Background: an optimization exercise with open tools, aiming at small area, a short achievable clock period and few clock cycles per item. Do not read the settings as production practice.
Only simulation tests tie the RTL to the original design; equivalence was not proved.
No activity file was given, so power comes from the tool's default toggle rates. No driver is modelled on the clock port, so clocking that relies on it looks cheaper here than on a real chip.

<file path="design.v">
module output_fifo #(
  parameter NPOINTS = 64
)(
  input         i_clk,
  input  [31:0] i_wr_data,    
  output [31:0] o_tap_pre,    
  output [31:0] o_head        
);
reg [32*NPOINTS-1:0] sr;
assign o_tap_pre = sr[32*(NPOINTS-1)-1 -: 32];
assign o_head    = sr[31:0];
always @(posedge i_clk)
    sr <= {sr[32*(NPOINTS-1)-1:0], i_wr_data};
endmodule
module power_tree_a(
  input  [31:0] x,
  input  [31:0] p0,
  output [91:0] m
);
  wire pp1 = x[0] & x[1];
  wire pp2 = x[0] & x[2];
  wire pp3 = x[0] & x[3];
  wire pp4 = x[0] & x[4];
  wire pp5 = x[0] & x[5];
  wire pp6 = x[0] & x[6];
  wire pp7 = x[0] & x[7];
  wire pp8 = x[0] & x[8];
  wire pp9 = x[0] & x[9];
  wire pp10 = x[0] & x[10];
  wire pp11 = x[0] & x[11];
  wire pp12 = x[0] & x[12];
  wire pp13 = x[0] & x[13];
  wire pp14 = x[0] & x[14];
  wire pp15 = x[0] & x[15];
  wire pp16 = x[1] & x[2];
  wire pp17 = x[1] & x[3];
  wire pp18 = x[1] & x[4];
  wire pp19 = x[1] & x[5];
  wire pp20 = x[1] & x[6];
  wire pp21 = x[1] & x[7];
  wire pp22 = x[1] & x[8];
  wire pp23 = x[1] & x[9];
  wire pp24 = x[1] & x[10];
  wire pp25 = x[1] & x[11];
  wire pp26 = x[1] & x[12];
  wire pp27 = x[1] & x[13];
  wire pp28 = x[1] & x[14];
  wire pp29 = x[1] & x[15];
  wire pp30 = x[2] & x[3];
  wire pp31 = x[2] & x[4];
  wire pp32 = x[2] & x[5];
  wire pp33 = x[2] & x[6];
  wire pp34 = x[2] & x[7];
  wire pp35 = x[2] & x[8];
  wire pp36 = x[2] & x[9];
  wire pp37 = x[2] & x[10];
  wire pp38 = x[2] & x[11];
  wire pp39 = x[2] & x[12];
  wire pp40 = x[2] & x[13];
  wire pp41 = x[2] & x[14];
  wire pp42 = x[2] & x[15];
  wire pp43 = x[3] & x[4];
  wire pp44 = x[3] & x[5];
  wire pp45 = x[3] & x[6];
  wire pp46 = x[3] & x[7];
  wire pp47 = x[3] & x[8];
  wire pp48 = x[3] & x[9];
  wire pp49 = x[3] & x[10];
  wire pp50 = x[3] & x[11];
  wire pp51 = x[3] & x[12];
  wire pp52 = x[3] & x[13];
  wire pp53 = x[3] & x[14];
  wire pp54 = x[3] & x[15];
  wire pp55 = x[4] & x[5];
  wire pp56 = x[4] & x[6];
  wire pp57 = x[4] & x[7];
  wire pp58 = x[4] & x[8];
  wire pp59 = x[4] & x[9];
  wire pp60 = x[4] & x[10];
  wire pp61 = x[4] & x[11];
  wire pp62 = x[4] & x[12];
  wire pp63 = x[4] & x[13];
  wire pp64 = x[4] & x[14];
  wire pp65 = x[4] & x[15];
  wire pp66 = x[5] & x[6];
  wire pp67 = x[5] & x[7];
  wire pp68 = x[5] & x[8];
  wire pp69 = x[5] & x[9];
  wire pp70 = x[5] & x[10];
  wire pp71 = x[5] & x[11];
  wire pp72 = x[5] & x[12];
  wire pp73 = x[5] & x[13];
  wire pp74 = x[5] & x[14];
  wire pp75 = x[5] & x[15];
  wire pp76 = x[6] & x[7];
  wire pp77 = x[6] & x[8];
  wire pp78 = x[6] & x[9];
  wire pp79 = x[6] & x[10];
  wire pp80 = x[6] & x[11];
  wire pp81 = x[6] & x[12];
  wire pp82 = x[6] & x[13];
  wire pp83 = x[6] & x[14];
  wire pp84 = x[6] & x[15];
  wire pp85 = x[7] & x[8];
  wire pp86 = x[7] & x[9];
  wire pp87 = x[7] & x[10];
  wire pp88 = x[7] & x[11];
  wire pp89 = x[7] & x[12];
  wire pp90 = x[7] & x[13];
  wire pp91 = x[7] & x[14];
  wire pp92 = x[7] & x[15];
  wire pp93 = x[8] & x[9];
  wire pp94 = x[8] & x[10];
  wire pp95 = x[8] & x[11];
  wire pp96 = x[8] & x[12];
  wire pp97 = x[8] & x[13];
  wire pp98 = x[8] & x[14];
  wire pp99 = x[8] & x[15];
  wire pp100 = x[9] & x[10];
  wire pp101 = x[9] & x[11];
  wire pp102 = x[9] & x[12];
  wire pp103 = x[9] & x[13];
  wire pp104 = x[9] & x[14];
  wire pp105 = x[9] & x[15];
  wire pp106 = x[10] & x[11];
  wire pp107 = x[10] & x[12];
  wire pp108 = x[10] & x[13];
  wire pp109 = x[10] & x[14];
  wire pp110 = x[10] & x[15];
  wire pp111 = x[11] & x[12];
  wire pp112 = x[11] & x[13];
  wire pp113 = x[11] & x[14];
  wire pp114 = x[11] & x[15];
  wire pp115 = x[12] & x[13];
  wire pp116 = x[12] & x[14];
  wire pp117 = x[12] & x[15];
  wire pp118 = x[13] & x[14];
  wire pp119 = x[13] & x[15];
  wire pp120 = x[14] & x[15];
  wire pp121 = x[0] & x[16];
  wire pp122 = x[0] & x[17];
  wire pp123 = x[0] & x[18];
  wire pp124 = x[0] & x[19];
  wire pp125 = x[0] & x[20];
  wire pp126 = x[0] & x[21];
  wire pp127 = x[0] & x[22];
  wire pp128 = x[0] & x[23];
  wire pp129 = x[0] & x[24];
  wire pp130 = x[0] & x[25];
  wire pp131 = x[0] & x[26];
  wire pp132 = x[0] & x[27];
  wire pp133 = x[0] & x[28];
  wire pp134 = x[0] & x[29];
  wire pp135 = x[0] & x[30];
  wire pp136 = x[0] & x[31];
  wire pp137 = x[1] & x[16];
  wire pp138 = x[1] & x[17];
  wire pp139 = x[1] & x[18];
  wire pp140 = x[1] & x[19];
  wire pp141 = x[1] & x[20];
  wire pp142 = x[1] & x[21];
  wire pp143 = x[1] & x[22];
  wire pp144 = x[1] & x[23];
  wire pp145 = x[1] & x[24];
  wire pp146 = x[1] & x[25];
  wire pp147 = x[1] & x[26];
  wire pp148 = x[1] & x[27];
  wire pp149 = x[1] & x[28];
  wire pp150 = x[1] & x[29];
  wire pp151 = x[1] & x[30];
  wire pp152 = x[2] & x[16];
  wire pp153 = x[2] & x[17];
  wire pp154 = x[2] & x[18];
  wire pp155 = x[2] & x[19];
  wire pp156 = x[2] & x[20];
  wire pp157 = x[2] & x[21];
  wire pp158 = x[2] & x[22];
  wire pp159 = x[2] & x[23];
  wire pp160 = x[2] & x[24];
  wire pp161 = x[2] & x[25];
  wire pp162 = x[2] & x[26];
  wire pp163 = x[2] & x[27];
  wire pp164 = x[2] & x[28];
  wire pp165 = x[2] & x[29];
  wire pp166 = x[3] & x[16];
  wire pp167 = x[3] & x[17];
  wire pp168 = x[3] & x[18];
  wire pp169 = x[3] & x[19];
  wire pp170 = x[3] & x[20];
  wire pp171 = x[3] & x[21];
  wire pp172 = x[3] & x[22];
  wire pp173 = x[3] & x[23];
  wire pp174 = x[3] & x[24];
  wire pp175 = x[3] & x[25];
  wire pp176 = x[3] & x[26];
  wire pp177 = x[3] & x[27];
  wire pp178 = x[3] & x[28];
  wire pp179 = x[4] & x[16];
  wire pp180 = x[4] & x[17];
  wire pp181 = x[4] & x[18];
  wire pp182 = x[4] & x[19];
  wire pp183 = x[4] & x[20];
  wire pp184 = x[4] & x[21];
  wire pp185 = x[4] & x[22];
  wire pp186 = x[4] & x[23];
  wire pp187 = x[4] & x[24];
  wire pp188 = x[4] & x[25];
  wire pp189 = x[4] & x[26];
  wire pp190 = x[4] & x[27];
  wire pp191 = x[5] & x[16];
  wire pp192 = x[5] & x[17];
  wire pp193 = x[5] & x[18];
  wire pp194 = x[5] & x[19];
  wire pp195 = x[5] & x[20];
  wire pp196 = x[5] & x[21];
  wire pp197 = x[5] & x[22];
  wire pp198 = x[5] & x[23];
  wire pp199 = x[5] & x[24];
  wire pp200 = x[5] & x[25];
  wire pp201 = x[5] & x[26];
  wire pp202 = x[6] & x[16];
  wire pp203 = x[6] & x[17];
  wire pp204 = x[6] & x[18];
  wire pp205 = x[6] & x[19];
  wire pp206 = x[6] & x[20];
  wire pp207 = x[6] & x[21];
  wire pp208 = x[6] & x[22];
  wire pp209 = x[6] & x[23];
  wire pp210 = x[6] & x[24];
  wire pp211 = x[6] & x[25];
  wire pp212 = x[7] & x[16];
  wire pp213 = x[7] & x[17];
  wire pp214 = x[7] & x[18];
  wire pp215 = x[7] & x[19];
  wire pp216 = x[7] & x[20];
  wire pp217 = x[7] & x[21];
  wire pp218 = x[7] & x[22];
  wire pp219 = x[7] & x[23];
  wire pp220 = x[7] & x[24];
  wire pp221 = x[8] & x[16];
  wire pp222 = x[8] & x[17];
  wire pp223 = x[8] & x[18];
  wire pp224 = x[8] & x[19];
  wire pp225 = x[8] & x[20];
  wire pp226 = x[8] & x[21];
  wire pp227 = x[8] & x[22];
  wire pp228 = x[8] & x[23];
  wire pp229 = x[9] & x[16];
  wire pp230 = x[9] & x[17];
  wire pp231 = x[9] & x[18];
  wire pp232 = x[9] & x[19];
  wire pp233 = x[9] & x[20];
  wire pp234 = x[9] & x[21];
  wire pp235 = x[9] & x[22];
  wire pp236 = x[10] & x[16];
  wire pp237 = x[10] & x[17];
  wire pp238 = x[10] & x[18];
  wire pp239 = x[10] & x[19];
  wire pp240 = x[10] & x[20];
  wire pp241 = x[10] & x[21];
  wire pp242 = x[11] & x[16];
  wire pp243 = x[11] & x[17];
  wire pp244 = x[11] & x[18];
  wire pp245 = x[11] & x[19];
  wire pp246 = x[11] & x[20];
  wire pp247 = x[12] & x[16];
  wire pp248 = x[12] & x[17];
  wire pp249 = x[12] & x[18];
  wire pp250 = x[12] & x[19];
  wire pp251 = x[13] & x[16];
  wire pp252 = x[13] & x[17];
  wire pp253 = x[13] & x[18];
  wire pp254 = x[14] & x[16];
  wire pp255 = x[14] & x[17];
  wire pp256 = x[15] & x[16];
  wire s257 = x[11] ^ pp84;
  wire c258 = x[11] & pp84;
  wire s259 = pp92 ^ pp98;
  wire c260 = pp92 & pp98;
  wire s261 = x[12] ^ pp99 ^ pp104;
  wire c262 = (x[12] & pp99) | (x[12] & pp104) | (pp99 & pp104);
  wire s263 = pp108 ^ pp111;
  wire c264 = pp108 & pp111;
  wire s265 = pp105 ^ pp109 ^ pp112;
  wire c266 = (pp105 & pp109) | (pp105 & pp112) | (pp109 & pp112);
  wire s267 = pp130 ^ pp145;
  wire c268 = pp130 & pp145;
  wire s269 = x[13] ^ pp110 ^ pp113;
  wire c270 = (x[13] & pp110) | (x[13] & pp113) | (pp110 & pp113);
  wire s271 = pp115 ^ pp131 ^ pp146;
  wire c272 = (pp115 & pp131) | (pp115 & pp146) | (pp131 & pp146);
  wire s273 = pp160 ^ pp173;
  wire c274 = pp160 & pp173;
  wire s275 = pp114 ^ pp116 ^ pp132;
  wire c276 = (pp114 & pp116) | (pp114 & pp132) | (pp116 & pp132);
  wire s277 = pp147 ^ pp161 ^ pp174;
  wire c278 = (pp147 & pp161) | (pp147 & pp174) | (pp161 & pp174);
  wire s279 = pp186 ^ pp197;
  wire c280 = pp186 & pp197;
  wire s281 = x[14] ^ pp117 ^ pp118;
  wire c282 = (x[14] & pp117) | (x[14] & pp118) | (pp117 & pp118);
  wire s283 = pp133 ^ pp148 ^ pp162;
  wire c284 = (pp133 & pp148) | (pp133 & pp162) | (pp148 & pp162);
  wire s285 = pp175 ^ pp187 ^ pp198;
  wire c286 = (pp175 & pp187) | (pp175 & pp198) | (pp187 & pp198);
  wire s287 = pp208 ^ pp217;
  wire c288 = pp208 & pp217;
  wire s289 = pp119 ^ pp134 ^ pp149;
  wire c290 = (pp119 & pp134) | (pp119 & pp149) | (pp134 & pp149);
  wire s291 = pp163 ^ pp176 ^ pp188;
  wire c292 = (pp163 & pp176) | (pp163 & pp188) | (pp176 & pp188);
  wire s293 = pp199 ^ pp209 ^ pp218;
  wire c294 = (pp199 & pp209) | (pp199 & pp218) | (pp209 & pp218);
  wire s295 = pp226 ^ pp233;
  wire c296 = pp226 & pp233;
  wire s297 = x[15] ^ pp120 ^ pp135;
  wire c298 = (x[15] & pp120) | (x[15] & pp135) | (pp120 & pp135);
  wire s299 = pp150 ^ pp164 ^ pp177;
  wire c300 = (pp150 & pp164) | (pp150 & pp177) | (pp164 & pp177);
  wire s301 = pp189 ^ pp200 ^ pp210;
  wire c302 = (pp189 & pp200) | (pp189 & pp210) | (pp200 & pp210);
  wire s303 = pp219 ^ pp227 ^ pp234;
  wire c304 = (pp219 & pp227) | (pp219 & pp234) | (pp227 & pp234);
  wire s305 = pp240 ^ pp245;
  wire c306 = pp240 & pp245;
  wire s307 = pp136 ^ pp151 ^ pp165;
  wire s308 = pp178 ^ pp190 ^ pp201;
  wire s309 = pp211 ^ pp220 ^ pp228;
  wire s310 = pp235 ^ pp241 ^ pp246;
  wire s311 = pp250 ^ pp253;
  wire s312 = x[8] ^ pp15 ^ pp28;
  wire c313 = (x[8] & pp15) | (x[8] & pp28) | (pp15 & pp28);
  wire s314 = pp29 ^ pp41 ^ pp52;
  wire c315 = (pp29 & pp41) | (pp29 & pp52) | (pp41 & pp52);
  wire s316 = x[9] ^ pp42 ^ pp53;
  wire c317 = (x[9] & pp42) | (x[9] & pp53) | (pp42 & pp53);
  wire s318 = pp63 ^ pp72 ^ pp80;
  wire c319 = (pp63 & pp72) | (pp63 & pp80) | (pp72 & pp80);
  wire s320 = pp54 ^ pp64 ^ pp73;
  wire c321 = (pp54 & pp64) | (pp54 & pp73) | (pp64 & pp73);
  wire s322 = pp81 ^ pp88 ^ pp94;
  wire c323 = (pp81 & pp88) | (pp81 & pp94) | (pp88 & pp94);
  wire s324 = x[10] ^ pp65 ^ pp74;
  wire c325 = (x[10] & pp65) | (x[10] & pp74) | (pp65 & pp74);
  wire s326 = pp82 ^ pp89 ^ pp95;
  wire c327 = (pp82 & pp89) | (pp82 & pp95) | (pp89 & pp95);
  wire s328 = pp100 ^ pp125 ^ pp140;
  wire c329 = (pp100 & pp125) | (pp100 & pp140) | (pp125 & pp140);
  wire s330 = pp75 ^ pp83 ^ pp90;
  wire c331 = (pp75 & pp83) | (pp75 & pp90) | (pp83 & pp90);
  wire s332 = pp96 ^ pp101 ^ pp126;
  wire c333 = (pp96 & pp101) | (pp96 & pp126) | (pp101 & pp126);
  wire s334 = pp141 ^ pp155 ^ pp168;
  wire c335 = (pp141 & pp155) | (pp141 & pp168) | (pp155 & pp168);
  wire s336 = s257 ^ pp91 ^ pp97;
  wire c337 = (s257 & pp91) | (s257 & pp97) | (pp91 & pp97);
  wire s338 = pp102 ^ pp106 ^ pp127;
  wire c339 = (pp102 & pp106) | (pp102 & pp127) | (pp106 & pp127);
  wire s340 = pp142 ^ pp156 ^ pp169;
  wire c341 = (pp142 & pp156) | (pp142 & pp169) | (pp156 & pp169);
  wire s342 = pp181 ^ pp192;
  wire c343 = pp181 & pp192;
  wire s344 = c258 ^ s259 ^ pp103;
  wire c345 = (c258 & s259) | (c258 & pp103) | (s259 & pp103);
  wire s346 = pp107 ^ pp128 ^ pp143;
  wire c347 = (pp107 & pp128) | (pp107 & pp143) | (pp128 & pp143);
  wire s348 = pp157 ^ pp170 ^ pp182;
  wire c349 = (pp157 & pp170) | (pp157 & pp182) | (pp170 & pp182);
  wire s350 = pp193 ^ pp203 ^ pp212;
  wire c351 = (pp193 & pp203) | (pp193 & pp212) | (pp203 & pp212);
  wire s352 = c260 ^ s261 ^ s263;
  wire c353 = (c260 & s261) | (c260 & s263) | (s261 & s263);
  wire s354 = pp129 ^ pp144 ^ pp158;
  wire c355 = (pp129 & pp144) | (pp129 & pp158) | (pp144 & pp158);
  wire s356 = pp171 ^ pp183 ^ pp194;
  wire c357 = (pp171 & pp183) | (pp171 & pp194) | (pp183 & pp194);
  wire s358 = pp204 ^ pp213 ^ pp221;
  wire c359 = (pp204 & pp213) | (pp204 & pp221) | (pp213 & pp221);
  wire s360 = c262 ^ c264 ^ s265;
  wire c361 = (c262 & c264) | (c262 & s265) | (c264 & s265);
  wire s362 = s267 ^ pp159 ^ pp172;
  wire c363 = (s267 & pp159) | (s267 & pp172) | (pp159 & pp172);
  wire s364 = pp184 ^ pp195 ^ pp205;
  wire c365 = (pp184 & pp195) | (pp184 & pp205) | (pp195 & pp205);
  wire s366 = pp214 ^ pp222 ^ pp229;
  wire c367 = (pp214 & pp222) | (pp214 & pp229) | (pp222 & pp229);
  wire s368 = c266 ^ c268 ^ s269;
  wire c369 = (c266 & c268) | (c266 & s269) | (c268 & s269);
  wire s370 = s271 ^ s273 ^ pp185;
  wire c371 = (s271 & s273) | (s271 & pp185) | (s273 & pp185);
  wire s372 = pp196 ^ pp206 ^ pp215;
  wire c373 = (pp196 & pp206) | (pp196 & pp215) | (pp206 & pp215);
  wire s374 = pp223 ^ pp230 ^ pp236;
  wire c375 = (pp223 & pp230) | (pp223 & pp236) | (pp230 & pp236);
  wire s376 = c270 ^ c272 ^ c274;
  wire c377 = (c270 & c272) | (c270 & c274) | (c272 & c274);
  wire s378 = s275 ^ s277 ^ s279;
  wire c379 = (s275 & s277) | (s275 & s279) | (s277 & s279);
  wire s380 = pp207 ^ pp216 ^ pp224;
  wire c381 = (pp207 & pp216) | (pp207 & pp224) | (pp216 & pp224);
  wire s382 = pp231 ^ pp237 ^ pp242;
  wire c383 = (pp231 & pp237) | (pp231 & pp242) | (pp237 & pp242);
  wire s384 = c276 ^ c278 ^ c280;
  wire c385 = (c276 & c278) | (c276 & c280) | (c278 & c280);
  wire s386 = s281 ^ s283 ^ s285;
  wire c387 = (s281 & s283) | (s281 & s285) | (s283 & s285);
  wire s388 = s287 ^ pp225 ^ pp232;
  wire c389 = (s287 & pp225) | (s287 & pp232) | (pp225 & pp232);
  wire s390 = pp238 ^ pp243 ^ pp247;
  wire c391 = (pp238 & pp243) | (pp238 & pp247) | (pp243 & pp247);
  wire s392 = c282 ^ c284 ^ c286;
  wire c393 = (c282 & c284) | (c282 & c286) | (c284 & c286);
  wire s394 = c288 ^ s289 ^ s291;
  wire c395 = (c288 & s289) | (c288 & s291) | (s289 & s291);
  wire s396 = s293 ^ s295 ^ pp239;
  wire c397 = (s293 & s295) | (s293 & pp239) | (s295 & pp239);
  wire s398 = pp244 ^ pp248 ^ pp251;
  wire c399 = (pp244 & pp248) | (pp244 & pp251) | (pp248 & pp251);
  wire s400 = c290 ^ c292 ^ c294;
  wire c401 = (c290 & c292) | (c290 & c294) | (c292 & c294);
  wire s402 = c296 ^ s297 ^ s299;
  wire c403 = (c296 & s297) | (c296 & s299) | (s297 & s299);
  wire s404 = s301 ^ s303 ^ s305;
  wire c405 = (s301 & s303) | (s301 & s305) | (s303 & s305);
  wire s406 = pp249 ^ pp252 ^ pp254;
  wire c407 = (pp249 & pp252) | (pp249 & pp254) | (pp252 & pp254);
  wire s408 = c298 ^ c300 ^ c302;
  wire s409 = c304 ^ c306 ^ s307;
  wire s410 = s308 ^ s309 ^ s310;
  wire s411 = s311 ^ pp255 ^ pp256;
  wire s412 = x[5] ^ pp9;
  wire c413 = x[5] & pp9;
  wire s414 = pp10 ^ pp23;
  wire c415 = pp10 & pp23;
  wire s416 = x[6] ^ pp11 ^ pp24;
  wire c417 = (x[6] & pp11) | (x[6] & pp24) | (pp11 & pp24);
  wire s418 = pp36 ^ pp47;
  wire c419 = pp36 & pp47;
  wire s420 = pp12 ^ pp25 ^ pp37;
  wire c421 = (pp12 & pp25) | (pp12 & pp37) | (pp25 & pp37);
  wire s422 = pp48 ^ pp58;
  wire c423 = pp48 & pp58;
  wire s424 = x[7] ^ pp13 ^ pp26;
  wire c425 = (x[7] & pp13) | (x[7] & pp26) | (pp13 & pp26);
  wire s426 = pp38 ^ pp49 ^ pp59;
  wire c427 = (pp38 & pp49) | (pp38 & pp59) | (pp49 & pp59);
  wire s428 = pp68 ^ pp76;
  wire c429 = pp68 & pp76;
  wire s430 = pp14 ^ pp27 ^ pp39;
  wire c431 = (pp14 & pp27) | (pp14 & pp39) | (pp27 & pp39);
  wire s432 = pp50 ^ pp60 ^ pp69;
  wire c433 = (pp50 & pp60) | (pp50 & pp69) | (pp60 & pp69);
  wire s434 = pp77 ^ p0[15];
  wire c435 = pp77 & p0[15];
  wire s436 = s312 ^ pp40 ^ pp51;
  wire c437 = (s312 & pp40) | (s312 & pp51) | (pp40 & pp51);
  wire s438 = pp61 ^ pp70 ^ pp78;
  wire c439 = (pp61 & pp70) | (pp61 & pp78) | (pp70 & pp78);
  wire s440 = pp85 ^ pp121 ^ p0[16];
  wire c441 = (pp85 & pp121) | (pp85 & p0[16]) | (pp121 & p0[16]);
  wire s442 = c313 ^ s314 ^ pp62;
  wire c443 = (c313 & s314) | (c313 & pp62) | (s314 & pp62);
  wire s444 = pp71 ^ pp79 ^ pp86;
  wire c445 = (pp71 & pp79) | (pp71 & pp86) | (pp79 & pp86);
  wire s446 = pp122 ^ pp137 ^ p0[17];
  wire c447 = (pp122 & pp137) | (pp122 & p0[17]) | (pp137 & p0[17]);
  wire s448 = c315 ^ s316 ^ s318;
  wire c449 = (c315 & s316) | (c315 & s318) | (s316 & s318);
  wire s450 = pp87 ^ pp93 ^ pp123;
  wire c451 = (pp87 & pp93) | (pp87 & pp123) | (pp93 & pp123);
  wire s452 = pp138 ^ pp152 ^ p0[18];
  wire c453 = (pp138 & pp152) | (pp138 & p0[18]) | (pp152 & p0[18]);
  wire s454 = c317 ^ c319 ^ s320;
  wire c455 = (c317 & c319) | (c317 & s320) | (c319 & s320);
  wire s456 = s322 ^ pp124 ^ pp139;
  wire c457 = (s322 & pp124) | (s322 & pp139) | (pp124 & pp139);
  wire s458 = pp153 ^ pp166 ^ p0[19];
  wire c459 = (pp153 & pp166) | (pp153 & p0[19]) | (pp166 & p0[19]);
  wire s460 = c321 ^ c323 ^ s324;
  wire c461 = (c321 & c323) | (c321 & s324) | (c323 & s324);
  wire s462 = s326 ^ s328 ^ pp154;
  wire c463 = (s326 & s328) | (s326 & pp154) | (s328 & pp154);
  wire s464 = pp167 ^ pp179 ^ p0[20];
  wire c465 = (pp167 & pp179) | (pp167 & p0[20]) | (pp179 & p0[20]);
  wire s466 = c325 ^ c327 ^ c329;
  wire c467 = (c325 & c327) | (c325 & c329) | (c327 & c329);
  wire s468 = s330 ^ s332 ^ s334;
  wire c469 = (s330 & s332) | (s330 & s334) | (s332 & s334);
  wire s470 = pp180 ^ pp191 ^ p0[21];
  wire c471 = (pp180 & pp191) | (pp180 & p0[21]) | (pp191 & p0[21]);
  wire s472 = c331 ^ c333 ^ c335;
  wire c473 = (c331 & c333) | (c331 & c335) | (c333 & c335);
  wire s474 = s336 ^ s338 ^ s340;
  wire c475 = (s336 & s338) | (s336 & s340) | (s338 & s340);
  wire s476 = s342 ^ pp202 ^ p0[22];
  wire c477 = (s342 & pp202) | (s342 & p0[22]) | (pp202 & p0[22]);
  wire s478 = c337 ^ c339 ^ c341;
  wire c479 = (c337 & c339) | (c337 & c341) | (c339 & c341);
  wire s480 = c343 ^ s344 ^ s346;
  wire c481 = (c343 & s344) | (c343 & s346) | (s344 & s346);
  wire s482 = s348 ^ s350 ^ p0[23];
  wire c483 = (s348 & s350) | (s348 & p0[23]) | (s350 & p0[23]);
  wire s484 = c345 ^ c347 ^ c349;
  wire c485 = (c345 & c347) | (c345 & c349) | (c347 & c349);
  wire s486 = c351 ^ s352 ^ s354;
  wire c487 = (c351 & s352) | (c351 & s354) | (s352 & s354);
  wire s488 = s356 ^ s358 ^ p0[24];
  wire c489 = (s356 & s358) | (s356 & p0[24]) | (s358 & p0[24]);
  wire s490 = c353 ^ c355 ^ c357;
  wire c491 = (c353 & c355) | (c353 & c357) | (c355 & c357);
  wire s492 = c359 ^ s360 ^ s362;
  wire c493 = (c359 & s360) | (c359 & s362) | (s360 & s362);
  wire s494 = s364 ^ s366 ^ p0[25];
  wire c495 = (s364 & s366) | (s364 & p0[25]) | (s366 & p0[25]);
  wire s496 = c361 ^ c363 ^ c365;
  wire c497 = (c361 & c363) | (c361 & c365) | (c363 & c365);
  wire s498 = c367 ^ s368 ^ s370;
  wire c499 = (c367 & s368) | (c367 & s370) | (s368 & s370);
  wire s500 = s372 ^ s374 ^ p0[26];
  wire c501 = (s372 & s374) | (s372 & p0[26]) | (s374 & p0[26]);
  wire s502 = c369 ^ c371 ^ c373;
  wire c503 = (c369 & c371) | (c369 & c373) | (c371 & c373);
  wire s504 = c375 ^ s376 ^ s378;
  wire c505 = (c375 & s376) | (c375 & s378) | (s376 & s378);
  wire s506 = s380 ^ s382 ^ p0[27];
  wire c507 = (s380 & s382) | (s380 & p0[27]) | (s382 & p0[27]);
  wire s508 = c377 ^ c379 ^ c381;
  wire c509 = (c377 & c379) | (c377 & c381) | (c379 & c381);
  wire s510 = c383 ^ s384 ^ s386;
  wire c511 = (c383 & s384) | (c383 & s386) | (s384 & s386);
  wire s512 = s388 ^ s390 ^ p0[28];
  wire c513 = (s388 & s390) | (s388 & p0[28]) | (s390 & p0[28]);
  wire s514 = c385 ^ c387 ^ c389;
  wire c515 = (c385 & c387) | (c385 & c389) | (c387 & c389);
  wire s516 = c391 ^ s392 ^ s394;
  wire c517 = (c391 & s392) | (c391 & s394) | (s392 & s394);
  wire s518 = s396 ^ s398 ^ p0[29];
  wire c519 = (s396 & s398) | (s396 & p0[29]) | (s398 & p0[29]);
  wire s520 = c393 ^ c395 ^ c397;
  wire c521 = (c393 & c395) | (c393 & c397) | (c395 & c397);
  wire s522 = c399 ^ s400 ^ s402;
  wire c523 = (c399 & s400) | (c399 & s402) | (s400 & s402);
  wire s524 = s404 ^ s406 ^ p0[30];
  wire c525 = (s404 & s406) | (s404 & p0[30]) | (s406 & p0[30]);
  wire s526 = c401 ^ c403 ^ c405;
  wire s527 = c407 ^ s408 ^ s409;
  wire s528 = s410 ^ s411 ^ p0[31];
  wire s529 = x[3] ^ pp5;
  wire c530 = x[3] & pp5;
  wire s531 = pp6 ^ pp19;
  wire c532 = pp6 & pp19;
  wire s533 = x[4] ^ pp7 ^ pp20;
  wire c534 = (x[4] & pp7) | (x[4] & pp20) | (pp7 & pp20);
  wire s535 = pp32 ^ pp43;
  wire c536 = pp32 & pp43;
  wire s537 = pp8 ^ pp21 ^ pp33;
  wire c538 = (pp8 & pp21) | (pp8 & pp33) | (pp21 & pp33);
  wire s539 = pp44 ^ p0[9];
  wire c540 = pp44 & p0[9];
  wire s541 = s412 ^ pp22 ^ pp34;
  wire c542 = (s412 & pp22) | (s412 & pp34) | (pp22 & pp34);
  wire s543 = pp45 ^ pp55 ^ p0[10];
  wire c544 = (pp45 & pp55) | (pp45 & p0[10]) | (pp55 & p0[10]);
  wire s545 = c413 ^ s414 ^ pp35;
  wire c546 = (c413 & s414) | (c413 & pp35) | (s414 & pp35);
  wire s547 = pp46 ^ pp56 ^ p0[11];
  wire c548 = (pp46 & pp56) | (pp46 & p0[11]) | (pp56 & p0[11]);
  wire s549 = c415 ^ s416 ^ s418;
  wire c550 = (c415 & s416) | (c415 & s418) | (s416 & s418);
  wire s551 = pp57 ^ pp66 ^ p0[12];
  wire c552 = (pp57 & pp66) | (pp57 & p0[12]) | (pp66 & p0[12]);
  wire s553 = c417 ^ c419 ^ s420;
  wire c554 = (c417 & c419) | (c417 & s420) | (c419 & s420);
  wire s555 = s422 ^ pp67 ^ p0[13];
  wire c556 = (s422 & pp67) | (s422 & p0[13]) | (pp67 & p0[13]);
  wire s557 = c421 ^ c423 ^ s424;
  wire c558 = (c421 & c423) | (c421 & s424) | (c423 & s424);
  wire s559 = s426 ^ s428 ^ p0[14];
  wire c560 = (s426 & s428) | (s426 & p0[14]) | (s428 & p0[14]);
  wire s561 = c425 ^ c427 ^ c429;
  wire c562 = (c425 & c427) | (c425 & c429) | (c427 & c429);
  wire s563 = s430 ^ s432 ^ s434;
  wire c564 = (s430 & s432) | (s430 & s434) | (s432 & s434);
  wire s565 = c431 ^ c433 ^ c435;
  wire c566 = (c431 & c433) | (c431 & c435) | (c433 & c435);
  wire s567 = s436 ^ s438 ^ s440;
  wire c568 = (s436 & s438) | (s436 & s440) | (s438 & s440);
  wire s569 = c437 ^ c439 ^ c441;
  wire c570 = (c437 & c439) | (c437 & c441) | (c439 & c441);
  wire s571 = s442 ^ s444 ^ s446;
  wire c572 = (s442 & s444) | (s442 & s446) | (s444 & s446);
  wire s573 = c443 ^ c445 ^ c447;
  wire c574 = (c443 & c445) | (c443 & c447) | (c445 & c447);
  wire s575 = s448 ^ s450 ^ s452;
  wire c576 = (s448 & s450) | (s448 & s452) | (s450 & s452);
  wire s577 = c449 ^ c451 ^ c453;
  wire c578 = (c449 & c451) | (c449 & c453) | (c451 & c453);
  wire s579 = s454 ^ s456 ^ s458;
  wire c580 = (s454 & s456) | (s454 & s458) | (s456 & s458);
  wire s581 = c455 ^ c457 ^ c459;
  wire c582 = (c455 & c457) | (c455 & c459) | (c457 & c459);
  wire s583 = s460 ^ s462 ^ s464;
  wire c584 = (s460 & s462) | (s460 & s464) | (s462 & s464);
  wire s585 = c461 ^ c463 ^ c465;
  wire c586 = (c461 & c463) | (c461 & c465) | (c463 & c465);
  wire s587 = s466 ^ s468 ^ s470;
  wire c588 = (s466 & s468) | (s466 & s470) | (s468 & s470);
  wire s589 = c467 ^ c469 ^ c471;
  wire c590 = (c467 & c469) | (c467 & c471) | (c469 & c471);
  wire s591 = s472 ^ s474 ^ s476;
  wire c592 = (s472 & s474) | (s472 & s476) | (s474 & s476);
  wire s593 = c473 ^ c475 ^ c477;
  wire c594 = (c473 & c475) | (c473 & c477) | (c475 & c477);
  wire s595 = s478 ^ s480 ^ s482;
  wire c596 = (s478 & s480) | (s478 & s482) | (s480 & s482);
  wire s597 = c479 ^ c481 ^ c483;
  wire c598 = (c479 & c481) | (c479 & c483) | (c481 & c483);
  wire s599 = s484 ^ s486 ^ s488;
  wire c600 = (s484 & s486) | (s484 & s488) | (s486 & s488);
  wire s601 = c485 ^ c487 ^ c489;
  wire c602 = (c485 & c487) | (c485 & c489) | (c487 & c489);
  wire s603 = s490 ^ s492 ^ s494;
  wire c604 = (s490 & s492) | (s490 & s494) | (s492 & s494);
  wire s605 = c491 ^ c493 ^ c495;
  wire c606 = (c491 & c493) | (c491 & c495) | (c493 & c495);
  wire s607 = s496 ^ s498 ^ s500;
  wire c608 = (s496 & s498) | (s496 & s500) | (s498 & s500);
  wire s609 = c497 ^ c499 ^ c501;
  wire c610 = (c497 & c499) | (c497 & c501) | (c499 & c501);
  wire s611 = s502 ^ s504 ^ s506;
  wire c612 = (s502 & s504) | (s502 & s506) | (s504 & s506);
  wire s613 = c503 ^ c505 ^ c507;
  wire c614 = (c503 & c505) | (c503 & c507) | (c505 & c507);
  wire s615 = s508 ^ s510 ^ s512;
  wire c616 = (s508 & s510) | (s508 & s512) | (s510 & s512);
  wire s617 = c509 ^ c511 ^ c513;
  wire c618 = (c509 & c511) | (c509 & c513) | (c511 & c513);
  wire s619 = s514 ^ s516 ^ s518;
  wire c620 = (s514 & s516) | (s514 & s518) | (s516 & s518);
  wire s621 = c515 ^ c517 ^ c519;
  wire c622 = (c515 & c517) | (c515 & c519) | (c517 & c519);
  wire s623 = s520 ^ s522 ^ s524;
  wire c624 = (s520 & s522) | (s520 & s524) | (s522 & s524);
  wire s625 = c521 ^ c523 ^ c525;
  wire s626 = s526 ^ s527 ^ s528;
  wire s627 = x[2] ^ pp3;
  wire c628 = x[2] & pp3;
  wire s629 = pp4 ^ pp17;
  wire c630 = pp4 & pp17;
  wire s631 = s529 ^ pp18 ^ pp30;
  wire c632 = (s529 & pp18) | (s529 & pp30) | (pp18 & pp30);
  wire s633 = c530 ^ s531 ^ pp31;
  wire c634 = (c530 & s531) | (c530 & pp31) | (s531 & pp31);
  wire s635 = c532 ^ s533 ^ s535;
  wire c636 = (c532 & s533) | (c532 & s535) | (s533 & s535);
  wire s637 = c534 ^ c536 ^ s537;
  wire c638 = (c534 & c536) | (c534 & s537) | (c536 & s537);
  wire s639 = c538 ^ c540 ^ s541;
  wire c640 = (c538 & c540) | (c538 & s541) | (c540 & s541);
  wire s641 = c542 ^ c544 ^ s545;
  wire c642 = (c542 & c544) | (c542 & s545) | (c544 & s545);
  wire s643 = c546 ^ c548 ^ s549;
  wire c644 = (c546 & c548) | (c546 & s549) | (c548 & s549);
  wire s645 = c550 ^ c552 ^ s553;
  wire c646 = (c550 & c552) | (c550 & s553) | (c552 & s553);
  wire s647 = c554 ^ c556 ^ s557;
  wire c648 = (c554 & c556) | (c554 & s557) | (c556 & s557);
  wire s649 = c558 ^ c560 ^ s561;
  wire c650 = (c558 & c560) | (c558 & s561) | (c560 & s561);
  wire s651 = c562 ^ c564 ^ s565;
  wire c652 = (c562 & c564) | (c562 & s565) | (c564 & s565);
  wire s653 = c566 ^ c568 ^ s569;
  wire c654 = (c566 & c568) | (c566 & s569) | (c568 & s569);
  wire s655 = c570 ^ c572 ^ s573;
  wire c656 = (c570 & c572) | (c570 & s573) | (c572 & s573);
  wire s657 = c574 ^ c576 ^ s577;
  wire c658 = (c574 & c576) | (c574 & s577) | (c576 & s577);
  wire s659 = c578 ^ c580 ^ s581;
  wire c660 = (c578 & c580) | (c578 & s581) | (c580 & s581);
  wire s661 = c582 ^ c584 ^ s585;
  wire c662 = (c582 & c584) | (c582 & s585) | (c584 & s585);
  wire s663 = c586 ^ c588 ^ s589;
  wire c664 = (c586 & c588) | (c586 & s589) | (c588 & s589);
  wire s665 = c590 ^ c592 ^ s593;
  wire c666 = (c590 & c592) | (c590 & s593) | (c592 & s593);
  wire s667 = c594 ^ c596 ^ s597;
  wire c668 = (c594 & c596) | (c594 & s597) | (c596 & s597);
  wire s669 = c598 ^ c600 ^ s601;
  wire c670 = (c598 & c600) | (c598 & s601) | (c600 & s601);
  wire s671 = c602 ^ c604 ^ s605;
  wire c672 = (c602 & c604) | (c602 & s605) | (c604 & s605);
  wire s673 = c606 ^ c608 ^ s609;
  wire c674 = (c606 & c608) | (c606 & s609) | (c608 & s609);
  wire s675 = c610 ^ c612 ^ s613;
  wire c676 = (c610 & c612) | (c610 & s613) | (c612 & s613);
  wire s677 = c614 ^ c616 ^ s617;
  wire c678 = (c614 & c616) | (c614 & s617) | (c616 & s617);
  wire s679 = c618 ^ c620 ^ s621;
  wire c680 = (c618 & c620) | (c618 & s621) | (c620 & s621);
  wire s681 = c622 ^ c624 ^ s625;
  assign m = {s626, s681, c680, s623, s679, c678, s619, s677, c676, s615, s675, c674, s611, s673, c672, s607, s671, c670, s603, s669, c668, s599, s667, c666, s595, s665, c664, s591, s663, c662, s587, s661, c660, s583, s659, c658, s579, s657, c656, s575, s655, c654, s571, s653, c652, s567, s651, c650, s563, s649, c648, s559, s647, c646, s555, s645, c644, s551, s643, c642, s547, s641, c640, s543, s639, c638, s539, s637, c636, p0[8], s635, c634, p0[7], s633, c632, p0[6], s631, c630, p0[5], s629, c628, p0[4], pp16, s627, p0[3], pp2, p0[2], pp1, x[1], p0[1], p0[0], x[0]};
endmodule
module power_tree_b(
  input  [91:0] m,
  output [31:0] p
);
  wire s682 = m[3] ^ m[4];
  wire c683 = m[3] & m[4];
  wire s684 = m[6] ^ m[7];
  wire c685 = m[6] & m[7];
  wire s686 = m[8] ^ m[9] ^ m[10];
  wire c687 = (m[8] & m[9]) | (m[8] & m[10]) | (m[9] & m[10]);
  wire s688 = m[11] ^ m[12] ^ m[13];
  wire c689 = (m[11] & m[12]) | (m[11] & m[13]) | (m[12] & m[13]);
  wire s690 = m[14] ^ m[15] ^ m[16];
  wire c691 = (m[14] & m[15]) | (m[14] & m[16]) | (m[15] & m[16]);
  wire s692 = m[17] ^ m[18] ^ m[19];
  wire c693 = (m[17] & m[18]) | (m[17] & m[19]) | (m[18] & m[19]);
  wire s694 = m[20] ^ m[21] ^ m[22];
  wire c695 = (m[20] & m[21]) | (m[20] & m[22]) | (m[21] & m[22]);
  wire s696 = m[23] ^ m[24] ^ m[25];
  wire c697 = (m[23] & m[24]) | (m[23] & m[25]) | (m[24] & m[25]);
  wire s698 = m[26] ^ m[27] ^ m[28];
  wire c699 = (m[26] & m[27]) | (m[26] & m[28]) | (m[27] & m[28]);
  wire s700 = m[29] ^ m[30] ^ m[31];
  wire c701 = (m[29] & m[30]) | (m[29] & m[31]) | (m[30] & m[31]);
  wire s702 = m[32] ^ m[33] ^ m[34];
  wire c703 = (m[32] & m[33]) | (m[32] & m[34]) | (m[33] & m[34]);
  wire s704 = m[35] ^ m[36] ^ m[37];
  wire c705 = (m[35] & m[36]) | (m[35] & m[37]) | (m[36] & m[37]);
  wire s706 = m[38] ^ m[39] ^ m[40];
  wire c707 = (m[38] & m[39]) | (m[38] & m[40]) | (m[39] & m[40]);
  wire s708 = m[41] ^ m[42] ^ m[43];
  wire c709 = (m[41] & m[42]) | (m[41] & m[43]) | (m[42] & m[43]);
  wire s710 = m[44] ^ m[45] ^ m[46];
  wire c711 = (m[44] & m[45]) | (m[44] & m[46]) | (m[45] & m[46]);
  wire s712 = m[47] ^ m[48] ^ m[49];
  wire c713 = (m[47] & m[48]) | (m[47] & m[49]) | (m[48] & m[49]);
  wire s714 = m[50] ^ m[51] ^ m[52];
  wire c715 = (m[50] & m[51]) | (m[50] & m[52]) | (m[51] & m[52]);
  wire s716 = m[53] ^ m[54] ^ m[55];
  wire c717 = (m[53] & m[54]) | (m[53] & m[55]) | (m[54] & m[55]);
  wire s718 = m[56] ^ m[57] ^ m[58];
  wire c719 = (m[56] & m[57]) | (m[56] & m[58]) | (m[57] & m[58]);
  wire s720 = m[59] ^ m[60] ^ m[61];
  wire c721 = (m[59] & m[60]) | (m[59] & m[61]) | (m[60] & m[61]);
  wire s722 = m[62] ^ m[63] ^ m[64];
  wire c723 = (m[62] & m[63]) | (m[62] & m[64]) | (m[63] & m[64]);
  wire s724 = m[65] ^ m[66] ^ m[67];
  wire c725 = (m[65] & m[66]) | (m[65] & m[67]) | (m[66] & m[67]);
  wire s726 = m[68] ^ m[69] ^ m[70];
  wire c727 = (m[68] & m[69]) | (m[68] & m[70]) | (m[69] & m[70]);
  wire s728 = m[71] ^ m[72] ^ m[73];
  wire c729 = (m[71] & m[72]) | (m[71] & m[73]) | (m[72] & m[73]);
  wire s730 = m[74] ^ m[75] ^ m[76];
  wire c731 = (m[74] & m[75]) | (m[74] & m[76]) | (m[75] & m[76]);
  wire s732 = m[77] ^ m[78] ^ m[79];
  wire c733 = (m[77] & m[78]) | (m[77] & m[79]) | (m[78] & m[79]);
  wire s734 = m[80] ^ m[81] ^ m[82];
  wire c735 = (m[80] & m[81]) | (m[80] & m[82]) | (m[81] & m[82]);
  wire s736 = m[83] ^ m[84] ^ m[85];
  wire c737 = (m[83] & m[84]) | (m[83] & m[85]) | (m[84] & m[85]);
  wire s738 = m[86] ^ m[87] ^ m[88];
  wire c739 = (m[86] & m[87]) | (m[86] & m[88]) | (m[87] & m[88]);
  wire s740 = m[89] ^ m[90] ^ m[91];
  wire [31:0] s = {c739, c737, c735, c733, c731, c729, c727, c725, c723, c721, c719, c717, c715, c713, c711, c709, c707, c705, c703, c701, c699, c697, c695, c693, c691, c689, c687, c685, c683, s682, m[2], m[0]};
  wire [31:0] c = {s740, s738, s736, s734, s732, s730, s728, s726, s724, s722, s720, s718, s716, s714, s712, s710, s708, s706, s704, s702, s700, s698, s696, s694, s692, s690, s688, s686, s684, m[5], 1'b0, m[1]};
  assign p = s + c;
endmodule
module output_ctrl #(
  parameter LAT = 3             
)(
  input        i_clk,
  input        i_rst_n,
  input        i_data_valid,
  output       o_data_ready,
  output       o_acc,           
  output       o_win,           
  output       o_ld,            
  output       o_data_valid,
  input        i_data_ready,
  input        i_wr_sum         
);
reg [5:0] k;         
reg       win;       
reg [5:0] din;       
reg [5:0] dout;      
reg [5:0] rcnt;      
reg [6:0] avail;     
reg       pend;      
reg       rdy;
reg       can_ld;
reg       ovalid;
wire acc = i_data_valid & rdy;
wire ld  = can_ld & (~ovalid | i_data_ready);
assign o_data_ready = rdy;
assign o_acc        = acc;
assign o_win        = win;
assign o_ld         = ld;
assign o_data_valid = ovalid;
function rdy_next;
    input       a, l;
    input [5:0] k, din, rcnt;
    input       win, pend;
    reg   [5:0] k_n, rcnt_n;
    reg         win_n, pend_n, aligned_n, free_n, first_n;
    begin
        k_n       = a ? k + 6'd1 : k;
        win_n     = (a & (k == 6'd63)) ? ~win : win;
        rcnt_n    = l ? rcnt + 6'd1 : rcnt;
        pend_n    = (pend & ~(l & (rcnt == 6'd63))) | (a & win);
        aligned_n = a | (din == 6'd63);
        first_n   = (k_n == 6'd0) & ~win_n;
        free_n    = win_n | ~pend_n | (k_n < rcnt_n);
        rdy_next  = free_n & (aligned_n | (first_n & ~pend_n));
    end
endfunction
wire r00 = rdy_next(1'b0, 1'b0, k, din, rcnt, win, pend);
wire r01 = rdy_next(1'b0, 1'b1, k, din, rcnt, win, pend);
wire r10 = rdy_next(1'b1, 1'b0, k, din, rcnt, win, pend);
wire r11 = rdy_next(1'b1, 1'b1, k, din, rcnt, win, pend);
wire [6:0] avw  = avail + {6'd0, i_wr_sum};
wire       c0   = (avw != 7'd0) & (dout == 6'd63);
wire       c1   = (avw != 7'd1) & (dout == 6'd0);
wire       rebase = acc & ~win & (k == 6'd0) & ~pend;
always @(posedge i_clk)
begin
    if(!i_rst_n)
    begin
        k      <= 6'd0;
        win    <= 1'b0;
        din    <= 6'd0;
        dout   <= 6'd0;
        rcnt   <= 6'd0;
        avail  <= 7'd0;
        pend   <= 1'b0;
        rdy    <= 1'b1;
        can_ld <= 1'b0;
        ovalid <= 1'b0;
    end
    else
    begin
        if(acc)
        begin
            k <= k + 6'd1;
            if(k == 6'd63)
                win <= ~win;
        end
        din    <= acc ? 6'd0 : din + 6'd1;
        dout   <= rebase ? 6'd1 - LAT : (ld ? dout : dout + 6'd1);
        if(ld)
            rcnt <= rcnt + 6'd1;
        avail  <= ld ? avw - 7'd1 : avw;
        pend   <= (pend & ~(ld & (rcnt == 6'd63))) | (acc & win);
        rdy    <= acc ? (ld ? r11 : r10) : (ld ? r01 : r00);
        can_ld <= ld ? c1 : c0;
        ovalid <= ld | (ovalid & ~i_data_ready);
    end
end
endmodule
module fft_computer(
input        i_clk,
input        i_rst_n,
input        i_data_valid,
input [31:0] i_data,
output       o_data_ready,
output       o_data_valid,
output [31:0]o_data,
input        i_data_ready
);
localparam MW = 92;      
wire        acc, win, ld;
wire [31:0] tap, head, sum;
wire [MW-1:0] m_d;
reg  [31:0]   x;         
reg           v1, w1;
reg  [MW-1:0] m;         
reg           v2, w2;
reg  [31:0]   out_r;
output_ctrl ctrl (
    .i_clk(i_clk),
    .i_rst_n(i_rst_n),
    .i_data_valid(i_data_valid),
    .o_data_ready(o_data_ready),
    .o_acc(acc),
    .o_win(win),
    .o_ld(ld),
    .o_data_valid(o_data_valid),
    .i_data_ready(i_data_ready),
    .i_wr_sum(v2 & w2)
);
power_tree_a tree_a (
    .x(x),
    .p0((v1 & ~w1) ? 32'd0 : tap),
    .m(m_d)
);
power_tree_b tree_b (
    .m(m),
    .p(sum)
);
output_fifo store (
    .i_clk(i_clk),
    .i_wr_data(sum),
    .o_tap_pre(tap),
    .o_head(head)
);
always @(posedge i_clk)
begin
    x  <= acc ? i_data : 32'd0;
    w1 <= win;
    m  <= m_d;
    w2 <= w1;
    if(ld)
        out_r <= head;
end
always @(posedge i_clk)
begin
    if(!i_rst_n)
    begin
        v1 <= 1'b0;
        v2 <= 1'b0;
    end
    else
    begin
        v1 <= acc;
        v2 <= v1;
    end
end
assign o_data = out_r;
endmodule
</file>
<file path="flow/run.sh">
#!/bin/bash
# The standard layout (standard.sh) at the same clock period, with:
# - timing repair aimed at a setup slack of SETUP_SLACK_MARGIN ns instead of 0,
# - port buffers started as buf_2 (repair may resize them),
# - clock tree synthesis without dummy load cells.
set -euo pipefail
CTS="-sink_clustering_enable -repair_clock_nets -sink_clustering_size 36 -sink_clustering_max_diameter 80 -buf_list sky130_fd_sc_hd__clkbuf_16 -dont_use_dummy_load"
bash standard.sh SETUP_SLACK_MARGIN=7.0 "BUFFER_PORTS_ARGS=-buffer_cell sky130_fd_sc_hd__buf_2" "CTS_ARGS=$CTS" finish > make.log 2>&1
</file>
<file path="constraint.sdc">
create_clock -name core_clock -period 10.0 [get_ports {i_clk}]
set_input_delay 2.0000 -clock core_clock [delete_from_list [all_inputs] [get_ports {i_clk}]]
set_output_delay 2.0000 -clock core_clock [all_outputs]
set_load 0.01 [all_outputs]
</file>
<file path="config.mk">
export PLATFORM = sky130hd
export DESIGN_NAME = fft_computer
export DESIGN_NICKNAME = fft_computer
export VERILOG_FILES = /design/flow/design.v
export SDC_FILE = /design/flow/constraint.sdc
export NUM_CORES = 4
export LEC_CHECK = 0
export CAP_MARGIN = 20
export CORE_MARGIN = 2
export CORE_UTILIZATION = 60
export CTS_BUF_LIST = sky130_fd_sc_hd__clkbuf_16
export CTS_CLUSTER_DIAMETER = 80
export CTS_CLUSTER_SIZE = 36
export SLEW_MARGIN = 20
export SYNTH_MEMORY_MAX_BITS = 65536
</file>
<file path="standard.sh">
#!/bin/bash
# synth_recipe.tcl (not shown) runs the flow's synth.tcl, then flattens the netlist and writes it again
# the make line also repeats each setting of config.mk as NAME=value (left out here)
make -C /OpenROAD-flow-scripts/flow DESIGN_CONFIG=/design/flow/config.mk WORK_HOME=/design/flow/orfs CLKGATE_MAP_FILE= SYNTH_SCRIPT=/design/flow/synth_recipe.tcl "${@:-finish}"
</file>
==> metrics.csv <==
stage;metric;value;unit
logic_synthesis;mapped cell area;55100;µm²
critical_path;CP max stage delay;460;ps
logic_synthesis;yosys warns;3;
global_routing;largest net degree at the start of global routing;37;
floorplan;IO Pins;70;
placement;Post-DP Area;56800;µm²
placement;pre-CTS setup slack;6120;ps
logic_synthesis;Syn Nets;3820;
final_layout;Design Area, Final;59800;µm²
logic_synthesis;Mapped Avg Cell Area;15.8;µm²
sta;fmax;0.305;GHz
sta;measured slew at the worst slew-check pin;817;ps
sta;Rel. slew slack;45.5;%
clocking;# H-tree levels;3;
drt;Via-to-Cell Ratio;4.64;
logic_synthesis;synth top area cells;dfxtp_1 79%, fa_1 7.6%, ha_1 2.0%, and2_1 1.8%, edfxtp_1 1.7%;
floorplan;die height;307;µm
sta;Hold WS;267;ps
drt;Final ANT Viol Nets;0;
logic_synthesis;Seq cells post-synth;2212;
pwr;Switching Share;20.6;%
drt;final WL;77500;µm
final_layout;Ant. Diodes;0;
pwr;Logic pwr share;5.0;%
clocking;clk buf depth;3;
sta;period utilisation layout;32.8;%
final_layout;Nets;3973;
pwr;Leak Pwr;0.0251;µW
worst_hold_path;worst hold path startpoint;store.sr[1954];
sta;max-slew violation count;0;
global_routing;antenna violations before repair;2;
logic_synthesis;top cell type's share of synthesized area;79.2;%
clocking;Num CTS Buffers;75;
placement;Buffers on Ports;69;
critical_path;Setup crit start;out_r[19];
critical_path;worst-case reg-to-reg path depth;9;
worst_hold_path;Worst Hold Class;reg2reg;
critical_path;CP delay by family, top;flip-flops;
sta;final count of negative-setup-slack endpoints;0;
sta;Final Hold Fails;0;
drt;TritonRoute pass-1 iters;5;
logic_synthesis;cell accounting for the most synthesized area;dfxtp_1;
global_routing;first-pass GRT wire length;125000;µm
floorplan;core area;91400;µm²
critical_path;data arrival time of the critical path;1280;ps
logic_synthesis;register area share after synthesis;81.0;%
logic_synthesis;Yosys cell types;59;
pwr;power per cell area;268;nW/µm²
final_layout;register area;44700;µm²
critical_path;worst path required time;8000;ps
critical_path;worst r2r src;x[0];
critical_path;Stages on worst setup path;1;
drt;vias post-DR;22403;
floorplan;DIE AREA;94200;µm²
sta;Setup TNS Final;0;ps
clocking;clock latency (worst-skew pair);670;ps
drt;initial drt markers;1283;
clocking;CTS tree;done;
worst_hold_path;WHS Path Cells;0;
final_layout;layout cells sized above 1;10.5;%
pwr;VDD IR max;195;µV
floorplan;Initial Utilization;60.3;%
drt;drt wl/cell;16.1;µm
critical_path;crit path launch type;flop;
logic_synthesis;Synth Instances;3490;
placement;GP Congestion;0.797;
pwr;Int Pwr;12800;µW
pwr;Clk pwr share;22.8;%
final_layout;P&R area growth vs syn;8.61;%
clocking;clock sink count;2212;
placement;dpl hpwl;46800;µm
critical_path;CP Capture Type;output port;
sta;setup ws final;6720;ps
critical_path;Buffers & Inverters on Critical Path;1;
critical_path;CP Class;reg2out;
global_routing;gr ovfl total;0;
outcome;status;finished clean;
critical_path;CP Max Fanout;1;
global_routing;vias in the first global route;23268;
floorplan;die width;307;µm
sta;Clock Skew;72.4;ps
critical_path;Slowest-stage cell, CP;edfxtp_1;
sta;RSZ-0062 raised after global routing;true;
final_layout;fillers;6430;
logic_synthesis;EDFF count, synth;32;
clocking;cts-stage hold buffer count;0;
clocking;Clock transition at path regs;120;ps
clocking;root buffer cell;clkbuf_16;
global_routing;Tot GR Track Use;16.9;%
pwr;Seq pwr share;72.3;%
logic_synthesis;Main synth FF type;dfxtp_1;
flow_run;Max-cap violations;0;
sta;fin crit period;3280;ps
drt;number of remaining DRC errors;0;
logic_synthesis;ys async rst share;0;%
pwr;Switching Power;3310;µW
critical_path;worst path cell trace;buf_6;
floorplan;FP Rows;111;
final_layout;multi-input logic area;9910;µm²
pwr;Power, Total;16100;µW
-- per-stage QoR --
| step | std cells | util, % |
|---|---|---|
| after CTS | 4814 | 65.1 |
| after global routing | 4827 | 65.5 |
| after floorplan | 3490 | - |
| after detailed placement | 4686 | 62.2 |
| final | 4827 | 65.5 |
| after global placement | 4686 | 62.2 |
-- cell type report --
type	instances	area share, %
Clock buffer	75	3.14
Timing Repair Buffer	139	1.87
Inverter	199	1.25
Sequential cell	2212	74.7
Multi-Input combinational cell	1016	16.6
Tap cell	1186	2.48
-- final timing paths --
path	slack, ps	to
worst min-delay path	270	store.sr[1986]
worst max-delay path	6720	o_data[19]
worst min register to register	270	store.sr[1986]
worst max register to register	6810	m[78]
-- flip-flops by register name (all words and copies together) (netlist names), 6 cells and up --
signal,cells
m,92
ctrl.k,6
x,32
ctrl.rcnt,6
store.sr,2016
ctrl.din,6
out_r,32
ctrl.dout,6
ctrl.avail,7
-- metal layers --
| metal | part of all wire (%) | vias to the layer above | GRT usage [%] |
|---|---|---|---|
| met4 | 3.4 | 4 | 5.74 |
| met2 | 45 | 307 | 26.9 |
| li1 | - | 11013 | - |
| met1 | 48 | 10929 | 23.8 |
| met5 | 0.040 | - | 0 |
| met3 | 3.2 | 150 | 2.91 |
-- Yosys cell counts, types with 2 or more instances --
library cell  instances
dfxtp_1            2180
fa_1                208
inv_1               199
nand2_1             163
and2_1              159
ha_1                 86
clkbuf_1             62
xnor2_1              61
nor2_1               51
a21oi_1              47
and3_1               41
edfxtp_1             32
xor2_1               32
o21ai_0              29
nand3_1              17
or3_1                13
a21o_1               12
nor3_1                9
a31oi_1               7
nand2b_1              6
o211ai_1              6
a211oi_1              4
a21boi_0              4
nor2b_1               4
o2111ai_1             4
o21a_1                4
o21bai_1              4
and4_1                3
nand4_1               3
nor4_1                3
o22ai_1               3
a211o_1               2
a21o_2                2
a221o_1               2
a32oi_1               2
nand3b_1              2
o31ai_1               2
-- cell families (layout without fill, tap and decap cells) --
| group | after synthesis | count (layout) | synth area share, % |
|---|---|---|---|
| XOR/XNOR | 93 | 93 | 1.48 |
| buffers and inverters | 262 | 413 | 1.79 |
| AO/OA/AOI/OAI | 145 | 145 | 1.71 |
| flip-flops | 2212 | 2212 | 81.0 |
| AND/OR/NAND/NOR | 483 | 483 | 4.52 |
| multiplexers | 1 | 1 | 0.0182 |
| adder cells (fa/ha/maj) | 294 | 294 | 9.51 |
-- worst register-to-register path, stage by stage (launching register included) --
cell     delay (ps)
dfxtp_4         370
buf_12          140
and2_4          140
fa_2            530
inv_2            40
fa_1            450
fa_2            540
inv_2            40
fa_2            340
fa_2            530
-- placed cells by master (no fill, tap or decap), types with 5 or more instances in the layout --
master     instances
clkbuf_16         75
nand2_1          155
buf_6             27
xnor2_1           58
inv_1            174
dfxtp_4           20
nor3_1             9
and3_1            40
edfxtp_1          32
fa_1             161
a21oi_1           44
nand2b_1           5
and2_1           137
xor2_1            30
fa_2              47
a31oi_1            5
buf_8              5
buf_2             60
nand2_2            5
o21ai_0           26
and2_4            22
inv_2             24
dfxtp_1         2150
ha_1              80
nand3_1           17
buf_4             42
dfxtp_2           10
nor2_1            51
o211ai_1           6
a21o_1            11
or3_1             13
-- timing repair --
item | in CTS | in global routing
pin swaps | 27 | 35
gates cloned | 2 | 0
setup endpoints to repair | 87 | 74
setup buffers | 51 | 13
resized for setup | 104 | 68
-- power by group through the flow --
| stage | combinational (µW) | clock, µW | sequential [µW] |
|---|---|---|---|
| after floorplan | 490 | 0 | 11600 |
| after global placement | 678 | 0 | 11800 |
| after detailed placement | 688 | 0 | 11900 |
| after CTS | 775 | 3790 | 11700 |
| after global routing | 882 | 4070 | 11800 |
| final | 799 | 3650 | 11600 |
Testbench counts, summed over its fixed seeds: cycles 8,224, items 4,096.

==> re-timing with driven ports <==
How much do the figures lean on ideal ports? The routed layout below was timed once more, with nothing changed but the port constraints.
Step 1, drivers: a clkbuf_16 drives i_clk and a buf_2 each remaining input, both assumed.
Step 2 times the ports against the registers' clock, not the clock port: input delays grow and output delays shrink by t, the midpoint of the rising clock arrivals with the driver on.
Three values: ideal, step 1, step 2; two values: the first two.
shift t [ns]: 0.699
slack for setup (ns): 6.720 / 6.656 / 6.415
hold slack, ns: 0.267 / 0.267 / 0.267
slew at the worst register clock pin (ns): 0.12 / 0.12
worst data-port slew with drivers (ns): 0.04
After both steps setup and hold are still met in this run. For this run, drivers alone change the setup slack by -0.064 ns; drivers and shift together by -0.305 ns.
